Background: an optimization exercise with open tools, aiming at small area, a short achievable clock period and few clock cycles. Do not read the settings as production practice. Power figures rest on the tool's default switching activity, not on a simulated workload.

==> flow/design.v (excerpt) <==
module binary_to_bcd( input clk_in,
                      input [5:0] game_state,
                      input start,
                      input [23:0] binary_in,
                      output logic [31:0] bcd_out,
                      output logic busy
    );
Size: roughly 580 cells after synthesis, about 38 flip-flops, ~65 I/O pins, about 3300 um2 of cells after synthesis.
==> module binary_to_bcd, before the edit <==
module binary_to_bcd( input clk_in,
                      input [5:0] game_state,
                      input start,
                      input [23:0] binary_in,
                      output logic [31:0] bcd_out,
                      output logic busy
    );
    logic [31:0] R;
    logic [3:0]  t;                   
    wire rst = (game_state == 6'd1);
    logic [31:0] ld;
    logic [3:0]  t0;
    logic [3:0] zr, sel;
    always_comb begin
        zr[0] = 1'b1;
        zr[1] = (binary_in[23:19] == '0);
        zr[2] = (binary_in[23:13] == '0);
        zr[3] = (binary_in[23:5] == '0);
        for (int i = 0; i < 4; i++)
            sel[i] = zr[i] & (i == 3 || !zr[i + 1]);
        ld = '0;
        t0 = '0;
        ld = ld | ({32{sel[0]}} & {binary_in[21:0], 8'h0, binary_in[23:22]});
        t0 = t0 | ({4{sel[0]}} & 4'd1);
        ld = ld | ({32{sel[1]}} & {binary_in[15:0], 8'h0, binary_in[23:16]});
        t0 = t0 | ({4{sel[1]}} & 4'd4);
        ld = ld | ({32{sel[2]}} & {binary_in[9:0], 8'h0, binary_in[23:10]});
        t0 = t0 | ({4{sel[2]}} & 4'd7);
        ld = ld | ({32{sel[3]}} & {binary_in[1:0], 8'h0, binary_in[23:2]});
        t0 = t0 | ({4{sel[3]}} & 4'd11);
    end
    function automatic [4:0] dd(input [3:0] d, input c);
        logic [3:0] s;
        s[3] = d[3] | d[2] & (d[1] | d[0]);
        s[2] = d[2] & !d[1] & !d[0] | d[3] & d[0];
        s[1] = d[1] & !d[2] | d[1] & d[0] | d[3] & !d[0];
        s[0] = !d[0] & (d[3] | d[2] & d[1]) | d[0] & !d[3] & !d[2];
        dd = {s, c};
    endfunction
    function automatic int thr(input int j);
        case (j)
            0: thr = 0;
            1: thr = 0;
            2: thr = 8;
            3: thr = 8;
            4: thr = 16;
            5: thr = 16;
            6: thr = 20;
            default: thr = 0;
        endcase
    endfunction
    logic [31:0] nxt, blk;
    always_comb begin
        logic [32:0] r;
        logic z;
        nxt = R;
        for (int l = 0; l < 2; l++) begin
            r[0] = nxt[31];
            for (int j = 0; j < 7; j++)
                if (2 * int'(t) + l >= thr(j))
                    r[4*j +: 5] = dd(nxt[4*j +: 4], r[4*j]);
                else
                    r[4*j +: 5] = {nxt[4*j +: 4], r[4*j]};
            r[32:29] = nxt[31:28];
            nxt = r[31:0];
        end
        blk = nxt;
        z = (nxt[31:28] == 4'd0);
        blk[31] = z;
        blk[29] = z;
        for (int j = 6; j >= 1; j--) begin
            z = z & (nxt[4*j +: 4] == 4'd0);
            blk[4*j+3] = nxt[4*j+3] | z;
            blk[4*j+1] = nxt[4*j+1] | z;
        end
    end
    wire last = (t == 4'd11);
    logic run;
    always_ff @(posedge clk_in) begin
        if (rst)       busy <= 1'b0;
        else if (busy) busy <= !last;
        else           busy <= start;
    end
    always_ff @(posedge clk_in) begin
        t <= run ? t + 1'b1 : t0;
        if (rst) begin
            run <= 1'b0;
            R    <= '0;
        end else if (run) begin
            run <= !last;
            R    <= last ? blk : nxt;
        end else if (start) begin
            run <= 1'b1;
            R    <= ld;
        end
    end
    assign bcd_out = R;
endmodule
Settings: LEC_CHECK=0, ABC_AREA=1, CAP_MARGIN=20, CORE_MARGIN=2, CORE_UTILIZATION=60, SETUP_SLACK_MARGIN=3.5, SLEW_MARGIN=20; clock period 6.0 ns.
standard.sh (not shown) runs the stock make flow with config.mk's settings and CLKGATE_MAP_FILE= SYNTH_SCRIPT=/design/flow/synth_recipe.tcl, a recipe that flattens the netlist after the stock synthesis.
==> flow/flow/run.sh <==
#!/bin/bash
# Standard ORFS layout, with plain buf_1 cells as the port buffers.
set -euo pipefail
export BUFFER_PORTS_ARGS="-buffer_cell sky130_fd_sc_hd__buf_1"
bash standard.sh > standard_flow.log 2>&1
Rerun with:
--- a/flow/design.v
+++ b/flow/design.v
@@ -73,27 +73,19 @@
             z = z & (nxt[4*j +: 4] == 4'd0);
             blk[4*j+3] = nxt[4*j+3] | z;
             blk[4*j+1] = nxt[4*j+1] | z;
         end
     end
     wire last = (t == 4'd11);
-    logic run;
+    wire         go   = !rst & busy;
+    wire         hold = !rst & !busy & !start;
+    wire         load = !rst & !busy & start;
+    wire [31:0]  Rn   = ({32{go}} & (last ? blk : nxt)) | ({32{hold}} & R) | ({32{load}} & ld);
     always_ff @(posedge clk_in) begin
+        t <= busy ? t + 1'b1 : t0;
+        R <= Rn;
         if (rst)       busy <= 1'b0;
         else if (busy) busy <= !last;
         else           busy <= start;
     end
-    always_ff @(posedge clk_in) begin
-        t <= run ? t + 1'b1 : t0;
-        if (rst) begin
-            run <= 1'b0;
-            R    <= '0;
-        end else if (run) begin
-            run <= !last;
-            R    <= last ? blk : nxt;
-        end else if (start) begin
-            run <= 1'b1;
-            R    <= ld;
-        end
-    end
     assign bcd_out = R;
 endmodule
Power drops by 8.5%. Routed wire length drops by 4.3%. Maximum frequency drops by 2.2%. Final area drops by 2.5%. Setup slack gets worse by 0.053 ns. Via count drops by 3.2%. Flip-flop and latch count drops by 1. Synthesized cell count drops by 2.7%. Critical path depth climbs by 3. Clock-buffer cell count climbs by 3. Non-clock buffer count drops by 4. Core utilization climbs by 1.7 points. Clock skew hardly moves.
No functional check of the RTL was part of any run of this note.

[afterwards: timing with drivers on the ports]
No port has a modelled driver above. Below, the same layouts with a new extraction and two added sets of constraints.
Step 1: set_driving_cell puts a clkbuf_16 on clk_in and a buf_2 on each other input, an assumption about the parent block.
Step 2 times the ports against the registers' clock, not the clock port: input delays grow and output delays shrink by t, the midpoint of the rising clock arrivals with the driver on.
a / b / c = ideal / step 1 / step 2; a / b = the first two.
run | shift t [ns] | setup WS [ns] | hold slack, ns | clock arrival spread, ns | pins driven straight from the clock port
the first run | 0.317 | 3.618 / 3.623 / 3.306 | 0.478 / 0.478 / 0.478 | 0.007 / 0.007 | 1
the second run | 0.309 | 3.565 / 3.569 / 3.259 | 0.466 / 0.466 / 0.466 | 0.005 / 0.005 | 1
After both steps setup and hold are still met in every run listed. For the first run, which loses most, drivers alone change the setup slack by +0.005 ns; drivers and shift together by -0.312 ns.
